From an optimization exercise on the open Yosys and OpenROAD flow, aimed at small area; shortcuts taken in it are not production practice.
In this exercise RTL edits were held to simulation tests only and were not proved equivalent to the original.
The clock input has no modelled driver; a real chip could not lean on it and would need a root buffer or a full tree.
Power figures rest on the tool's default switching activity, not on a simulated workload.

Setup of v23:
Design mvm_uart_system, start of the top module:
module mvm_uart_system (
    input  logic clk,
    input  logic rstn,
    input  logic rx,
    output logic tx
);
For scale: ~250 flip-flops, ~6500 µm² of cells after synthesis.
clock: 10.0 ns
lec_check: 0
cap_margin: 20
core_margin: 2
core_utilization: 60
slew_margin: 20
standard.sh (not shown) runs the stock make flow with config.mk's settings and CLKGATE_MAP_FILE= SYNTH_SCRIPT=/design/flow/synth_recipe.tcl, a recipe that flattens the netlist after the stock synthesis.
==> flow/flow/run.sh <==
#!/bin/bash
# Own layout flow: the standard ORFS flow (standard.sh) with two changes:
#  - Yosys's technology mapping uses an area-oriented ABC script (flow/abc_area.script)
#    in place of ORFS's speed script; registers and names are untouched.
#  - clock tree synthesis uses mid-size clock buffers and no dummy loads.
# Each tool's full output goes to logs in this folder (standard.log, and ORFS's own
# per-step logs under orfs/logs/).
set -euo pipefail
W=$PWD
S=$W/scripts_area
rm -rf "$S"
cp -r "$FLOW_HOME/scripts" "$S"
cp "$W/flow/abc_area.script" "$S/abc_speed.script"
CTS=$(cat "$W/flow/cts_args")
bash "$W/standard.sh" "SCRIPTS_DIR=$S" "CTS_ARGS=$CTS" finish > "$W/standard.log" 2>&1
==> flow/flow/abc_area.script <==
&get -n
&st
&dch
&nf -R 1000
&put
topo
dnsize -c
==> flow/flow/cts_args <==
-sink_clustering_enable -repair_clock_nets -dont_use_dummy_load -buf_list sky130_fd_sc_hd__clkbuf_8 -sink_clustering_size 21 -sink_clustering_max_diameter 70
Changes in v11 relative to v23:
==> flow/flow/cts_args <==
-sink_clustering_enable -repair_clock_nets -dont_use_dummy_load -buf_list sky130_fd_sc_hd__clkbuf_8 -sink_clustering_size 20 -sink_clustering_max_diameter 60
==> results.txt <==
- | final instance area | v11 vs v23 | ≈ equal |
- Power per cell area sits higher in v11 than in v23.
- On number of fillers in the final layout, v23 and v11 are neck and neck.
- v11 reports a lower global routing met2 resource utilization than v23 does.
- [compare] base=v23 new=v11: all-layer global routing usage stayed essentially flat; utilization held steady; met1 usage picked up an extra 0.59 points.
- In the tables for v23 and v11, total power reads higher with v11.
- v11 vs v23: routed via count divided by cell count down slightly
- As far as transition time of the tightest slew-check pin is concerned, v23 and v11 perform about the same.
- Diff v11..v23 | instance count of the mapped netlist | unchanged
For v53, these inputs were changed with respect to v11:
-- flow/flow/abc_area.script --
<<< v11, line 2
&st
&dch
>>> v53, line 2
&st
&syn2
&dch
==> flow/flow/cts_args <==
-sink_clustering_enable -repair_clock_nets -dont_use_dummy_load -buf_list sky130_fd_sc_hd__clkbuf_8 -sink_clustering_size 21 -sink_clustering_max_diameter 70
### Flow results
- Mean routed wirelength per cell on v53 is down relative to v11.
- Post-synthesis instance area essentially unchanged between v53 and v11.
- Comparing v53 with v11, the via count came out essentially unchanged.
- Maximum frequency: v53 worse than v11
What v43 does differently from v53 at the input level:
==> flow/flow/cts_args <==
-sink_clustering_enable -repair_clock_nets -dont_use_dummy_load -buf_list sky130_fd_sc_hd__clkbuf_8 -sink_clustering_size 20 -sink_clustering_max_diameter 60
Findings:
Looking at slack of the critical path across v43 and v53, the one that comes out higher is v53.
On worst ir drop on vdd, the lower figure sits with v43, not v53.
On final design area excluding fillers, v43 and v53 are basically level.
Post-route non-filler standard cell count delta (v53 -> v43): insignificant
Total power: v43 > v53
[compare] base=v53 new=v43: clock skew now sits higher, hold slack now sits higher, total internal power now sits higher.


JK:
mvm_uart_system again, from the RTL that the note above started with.
// mvm_uart_system
module mvm_uart_system (
    input  logic clk,
    input  logic rstn,
    input  logic rx,
    output logic tx
);
clock: 10.0 ns
lec_check: 0
cap_margin: 20
core_margin: 2
core_utilization: 60
slew_margin: 20
==> flow/flow/run.sh <==
#!/bin/bash
# Own layout flow: the standard ORFS flow (standard.sh) with two changes:
#  - Yosys's technology mapping is run with several area-oriented ABC scripts
#    (flow/abc_*.script, in place of ORFS's speed script) and the smallest
#    netlist by Yosys's cell area is kept; registers and names are untouched.
#  - the clock tree step builds a two-level tree (flow/my_cts.tcl): one root
#    buffer fed by the clock port drives leaf buffers, each driving a compact
#    group of at most MY_CTS_MAX_SINKS flip-flops.
# Each tool's full output goes to logs in this folder (synth_*.log, standard.log,
# and ORFS's own per-step logs under orfs/logs/).
set -euo pipefail
W=$PWD
source "$W/flow/cts_params"
export MY_CTS_MAX_SINKS MY_CTS_LEAF MY_CTS_ROOT
best=""
best_area=""
for f in "$W"/flow/abc_*.script; do
  n=$(basename "$f" .script)
  S=$W/scripts_$n
  rm -rf "$S"
  cp -r "$FLOW_HOME/scripts" "$S"
  cp "$f" "$S/abc_speed.script"
  cp "$W/flow/my_cts.tcl" "$S/my_cts.tcl"
  python3 - "$S/cts.tcl" <<'PY'
import sys
p = sys.argv[1]
s = open(p).read()
old = "log_cmd clock_tree_synthesis {*}$cts_args"
assert old in s
s = s.replace(old, "source $::env(SCRIPTS_DIR)/my_cts.tcl")
open(p, "w").write(s)
PY
  rm -rf "$W/orfs"
  if bash "$W/standard.sh" "SCRIPTS_DIR=$S" synth > "$W/synth_$n.log" 2>&1; then
    a=$(grep "Chip area" "$W"/orfs/reports/*/mvm_uart_system/base/synth_stat.txt | awk '{print $NF}')
    echo "$n: $a" >> "$W/synth_choice.log"
    if [[ -z "$best" ]] || python3 -c "import sys; sys.exit(0 if float('$a') < float('$best_area') else 1)"; then
      rm -rf "$W/orfs_best"
      mv "$W/orfs" "$W/orfs_best"
      best=$n
      best_area=$a
    fi
  fi
done
echo "chosen: $best ($best_area)" >> "$W/synth_choice.log"
rm -rf "$W/orfs"
mv "$W/orfs_best" "$W/orfs"
bash "$W/standard.sh" "SCRIPTS_DIR=$W/scripts_$best" finish > "$W/standard.log" 2>&1
==> flow/flow/abc_s10.script <==
&get -n
&st
&dc2
&dch
&nf -R 1000
&put
&get -n
&st
&dch
&nf -R 1000
&put
topo
dnsize -c
==> flow/flow/abc_s14.script <==
&get -n
&st
&deepsyn -T 60
&put
&get -n
&st
&dch
&nf -R 1000
&put
topo
dnsize -c
==> flow/flow/abc_s17.script <==
&get -n
&st
&dch
&nf -R 1000
&dch
&nf -R 1000
&put
topo
dnsize -c
==> flow/flow/abc_s3.script <==
strash
balance
rewrite
refactor
balance
rewrite
rewrite -z
balance
refactor -z
rewrite -z
balance
dch
map -a
topo
dnsize -c
==> flow/flow/abc_s7.script <==
&get -n
&st
&synch2
&if -g -K 6
&synch2
&dch
&nf -R 1000
&put
topo
dnsize -c
==> flow/flow/abc_s9.script <==
strash
dc2
dch -f
amap
topo
==> flow/flow/cts_params <==
MY_CTS_MAX_SINKS=21
MY_CTS_LEAF=sky130_fd_sc_hd__clkbuf_8
MY_CTS_ROOT=sky130_fd_sc_hd__clkbuf_8
==> flow/flow/my_cts.tcl <==
# Two-level clock tree built directly (replaces clock_tree_synthesis):
# the flip-flops are split by recursive bisection of their placement into
# groups of at most MY_CTS_MAX_SINKS (refined by capacitated nearest-centre
# assignment); each group gets a leaf clock buffer at its
# centre, and one root buffer, fed by the clock port, drives every leaf buffer.
set max_sinks $::env(MY_CTS_MAX_SINKS)
set leaf_cell $::env(MY_CTS_LEAF)
set root_cell $::env(MY_CTS_ROOT)

set block [ord::get_db_block]
set db [ord::get_db]
set clk_net [$block findNet clk]

set sinks {}
foreach it [$clk_net getITerms] {
  set inst [$it getInst]
  set bb [$inst getBBox]
  set x [expr {([$bb xMin] + [$bb xMax]) / 2}]
  set y [expr {([$bb yMin] + [$bb yMax]) / 2}]
  lappend sinks [list $x $y $it]
}
puts "my_cts: [llength $sinks] sinks on clk"

proc split_groups {pts k} {
  # split pts into k groups of near-equal size by recursive bisection
  if {$k <= 1} { return [list $pts] }
  set xs [lmap p $pts {lindex $p 0}]
  set ys [lmap p $pts {lindex $p 1}]
  set dx [expr {[tcl::mathfunc::max {*}$xs] - [tcl::mathfunc::min {*}$xs]}]
  set dy [expr {[tcl::mathfunc::max {*}$ys] - [tcl::mathfunc::min {*}$ys]}]
  set axis [expr {$dx >= $dy ? 0 : 1}]
  set sorted [lsort -integer -index $axis $pts]
  set k1 [expr {$k / 2}]
  set k2 [expr {$k - $k1}]
  set n [llength $sorted]
  set n1 [expr {int(round(double($n) * $k1 / $k))}]
  set a [lrange $sorted 0 [expr {$n1 - 1}]]
  set b [lrange $sorted $n1 end]
  return [concat [split_groups $a $k1] [split_groups $b $k2]]
}

set n [llength $sinks]
set k [expr {($n + $max_sinks - 1) / $max_sinks}]
set groups [split_groups $sinks $k]

# refine: capacitated nearest-centre assignment, a few rounds
for {set iter 0} {$iter < 8} {incr iter} {
  set centres {}
  foreach g $groups {
    set gx 0
    set gy 0
    foreach p $g {
      set gx [expr {$gx + [lindex $p 0]}]
      set gy [expr {$gy + [lindex $p 1]}]
    }
    lappend centres [list [expr {$gx / [llength $g]}] [expr {$gy / [llength $g]}]]
  }
  set pairs {}
  set si 0
  foreach p $sinks {
    set ci 0
    foreach cc $centres {
      set d [expr {abs([lindex $p 0] - [lindex $cc 0]) + abs([lindex $p 1] - [lindex $cc 1])}]
      lappend pairs [list $d $si $ci]
      incr ci
    }
    incr si
  }
  set pairs [lsort -integer -index 0 $pairs]
  set taken [lrepeat [llength $sinks] 0]
  set fill [lrepeat $k 0]
  set newg [lrepeat $k {}]
  foreach pr $pairs {
    lassign $pr d si ci
    if {[lindex $taken $si] || [lindex $fill $ci] >= $max_sinks} { continue }
    lset taken $si 1
    lset fill $ci [expr {[lindex $fill $ci] + 1}]
    lset newg $ci [concat [lindex $newg $ci] [list [lindex $sinks $si]]]
  }
  set groups {}
  foreach g $newg { if {[llength $g] > 0} { lappend groups $g } }
  set k [llength $groups]
}

set leaf_master [$db findMaster $leaf_cell]
set root_master [$db findMaster $root_cell]
set root_net [odb::dbNet_create $block "clknet_root"]
$root_net setSigType CLOCK

set i 0
set sx 0
set sy 0
foreach g $groups {
  set gx 0
  set gy 0
  foreach p $g {
    set gx [expr {$gx + [lindex $p 0]}]
    set gy [expr {$gy + [lindex $p 1]}]
  }
  set gx [expr {$gx / [llength $g]}]
  set gy [expr {$gy / [llength $g]}]
  set buf [odb::dbInst_create $block $leaf_master "clkbuf_leaf_$i"]
  $buf setLocation $gx $gy
  $buf setPlacementStatus PLACED
  set net [odb::dbNet_create $block "clknet_leaf_$i"]
  $net setSigType CLOCK
  foreach p $g {
    set it [lindex $p 2]
    $it disconnect
    $it connect $net
  }
  [$buf findITerm X] connect $net
  [$buf findITerm A] connect $root_net
  puts "my_cts: leaf $i drives [llength $g] sinks at ($gx, $gy)"
  set sx [expr {$sx + $gx}]
  set sy [expr {$sy + $gy}]
  incr i
}
set rx [expr {$sx / $i}]
set ry [expr {$sy / $i}]
set root [odb::dbInst_create $block $root_master "clkbuf_root"]
$root setLocation $rx $ry
$root setPlacementStatus PLACED
[$root findITerm A] connect $clk_net
[$root findITerm X] connect $root_net
puts "my_cts: root at ($rx, $ry) drives $i leaf buffers"

set_propagated_clock [all_clocks]
Other scripts of this flow, unchanged in this note and not shown: flow/flow/abc_s11.script, flow/flow/abc_s15.script, flow/flow/abc_s16.script, flow/flow/abc_s5.script
Input changes introduced in MS (baseline for comparison: JK):
Settings: PLACE_DENSITY: unset -> 0.9.
==> flow/flow/cts_params <==
MY_CTS_MAX_SINKS=22
MY_CTS_LEAF=sky130_fd_sc_hd__clkbuf_8
MY_CTS_ROOT=sky130_fd_sc_hd__clkbuf_4
Results
MS: PASS, flow complete, no timing, DRC or antenna violations. STATUS clock network power: MS wins against JK. Sort MS and JK by proportion of cell area occupied by registers, ascending, and JK comes first. [compare] base=JK new=MS: post-route cell area level; net total in the final layout level; buffers plus inverters on the worst setup path level. Between MS and JK, the top-level port count figures differ only marginally. Routed wire length: MS vs JK up 14%.
The following lists how AL was set up differently from MS:
Settings: PLACE_DENSITY: 0.9 -> unset.
==> flow/flow/cts_params <==
MY_CTS_MAX_SINKS=22
MY_CTS_LEAF=sky130_fd_sc_hd__clkbuf_8
MY_CTS_ROOT=sky130_fd_sc_hd__clkbuf_2
Findings:
AL completed every stage of the flow, and the final layout passed the timing, design-rule and antenna checks.
For MS, the critical setup path kind was in -> reg, unlike AL, where it was in -> out.
Between AL and MS, the difference in fraction of power consumed by the clock network is negligible.
Looking at AL and MS, the power is a wash.
AL vs MS: via count of the first global-routing pass down
Fraction of the core area covered by cells at the end of the flow of MS is on par with AL.
MS and AL ended up with roughly the same post-route standard cell area excluding fillers.
Worst setup slack delta for AL relative to MS: 140 ps higher
From MS to AL the numbers moved as follows: worst slack at placement rose 54 ps; routed length per placed instance fell 12%; total via count in the routed design fell 230.
Inputs modified between AL and TR:
==> flow/flow/cts_params <==
MY_CTS_MAX_SINKS=19
MY_CTS_LEAF=sky130_fd_sc_hd__clkbuf_8
MY_CTS_ROOT=sky130_fd_sc_hd__clkbuf_8
diff --git a/flow/flow/my_cts.tcl b/flow/flow/my_cts.tcl
--- a/flow/flow/my_cts.tcl
+++ b/flow/flow/my_cts.tcl
@@ -3,2 +3 @@
-# groups of at most MY_CTS_MAX_SINKS (refined by capacitated nearest-centre
-# assignment); each group gets a leaf clock buffer at its
+# groups of at most CTS_MAX_SINKS; each group gets a leaf clock buffer at its
@@ -45,39 +43,0 @@
-
-# refine: capacitated nearest-centre assignment, a few rounds
-for {set iter 0} {$iter < 8} {incr iter} {
-  set centres {}
-  foreach g $groups {
-    set gx 0
-    set gy 0
-    foreach p $g {
-      set gx [expr {$gx + [lindex $p 0]}]
-      set gy [expr {$gy + [lindex $p 1]}]
-    }
-    lappend centres [list [expr {$gx / [llength $g]}] [expr {$gy / [llength $g]}]]
-  }
-  set pairs {}
-  set si 0
-  foreach p $sinks {
-    set ci 0
-    foreach cc $centres {
-      set d [expr {abs([lindex $p 0] - [lindex $cc 0]) + abs([lindex $p 1] - [lindex $cc 1])}]
-      lappend pairs [list $d $si $ci]
-      incr ci
-    }
-    incr si
-  }
-  set pairs [lsort -integer -index 0 $pairs]
-  set taken [lrepeat [llength $sinks] 0]
-  set fill [lrepeat $k 0]
-  set newg [lrepeat $k {}]
-  foreach pr $pairs {
-    lassign $pr d si ci
-    if {[lindex $taken $si] || [lindex $fill $ci] >= $max_sinks} { continue }
-    lset taken $si 1
-    lset fill $ci [expr {[lindex $fill $ci] + 1}]
-    lset newg $ci [concat [lindex $newg $ci] [list [lindex $sinks $si]]]
-  }
-  set groups {}
-  foreach g $newg { if {[llength $g] > 0} { lappend groups $g } }
-  set k [llength $groups]
-}
removed: flow/flow/abc_s10.script
removed: flow/flow/abc_s14.script
removed: flow/flow/abc_s17.script
removed: flow/flow/abc_s3.script
removed: flow/flow/abc_s7.script
removed: flow/flow/abc_s9.script
Findings:
The flow did not stop early for AL: all stages ran, and the layout cleared the timing, design-rule and antenna checks. TR: no failed stages, no open violations at the end. | post-synthesis instance total | TR vs AL | about 12% lower |. Looking at start-to-end type of the worst setup path, the in -> out result is from AL; the reg -> reg one comes from TR. Lower worst hold slack among AL and TR: TR. First-pass GRT wire length came out lower on TR than on AL. The setup slack of TR is larger than that of AL. Register fraction of the total cell area: TR vs AL down 0.43 points. Compared with AL, TR shows a cell count after placement that is 9.4% lower. Total power of TR is higher than that of AL.
No run of this note takes its clock network from TritonCTS; it comes from the design's own scripts or RTL.

## what the ideal ports hide
No port has a modelled driver above. Below, the same layouts with a new extraction and two added sets of constraints. Step 1 assumes that a clkbuf_16 drives the clock port and a buf_2 every other input. Step 2 moves the port delays by t, midway between the first and last clock arrival at a register: inputs arrive t later, outputs are due t later. That takes back most of the time a late clock gives input paths. Three values: ideal, step 1, step 2; two values: the first two.
run | t, ns | slack for setup (ns) | worst setup path after step 2 | worst register clock-pin slew, ns
v23 | 0.510 | 4.792 / 4.792 / 4.792 | register to register | 0.12 / 0.12
v11 | 0.502 | 4.814 / 4.814 / 4.814 | register to register | 0.12 / 0.12
v53 | 0.503 | 4.232 / 4.229 / 3.737 | input to register | 0.12 / 0.12
v43 | 0.501 | 4.211 / 4.219 / 3.718 | input to register | 0.11 / 0.11
JK | 0.473 | 3.803 / 3.797 / 3.324 | input to register | 0.12 / 0.12
MS | 0.576 | 3.760 / 3.743 / 3.168 | input to register | 0.12 / 0.12
AL | 0.734 | 3.901 / 3.867 / 3.330 | input to register | 0.12 / 0.12
TR | 0.471 | 5.209 / 5.209 / 5.209 | register to register | 0.11 / 0.11
After both steps every run listed still meets setup and hold. For MS, which loses most, drivers alone change the setup slack by -0.017 ns; drivers and shift together by -0.592 ns.
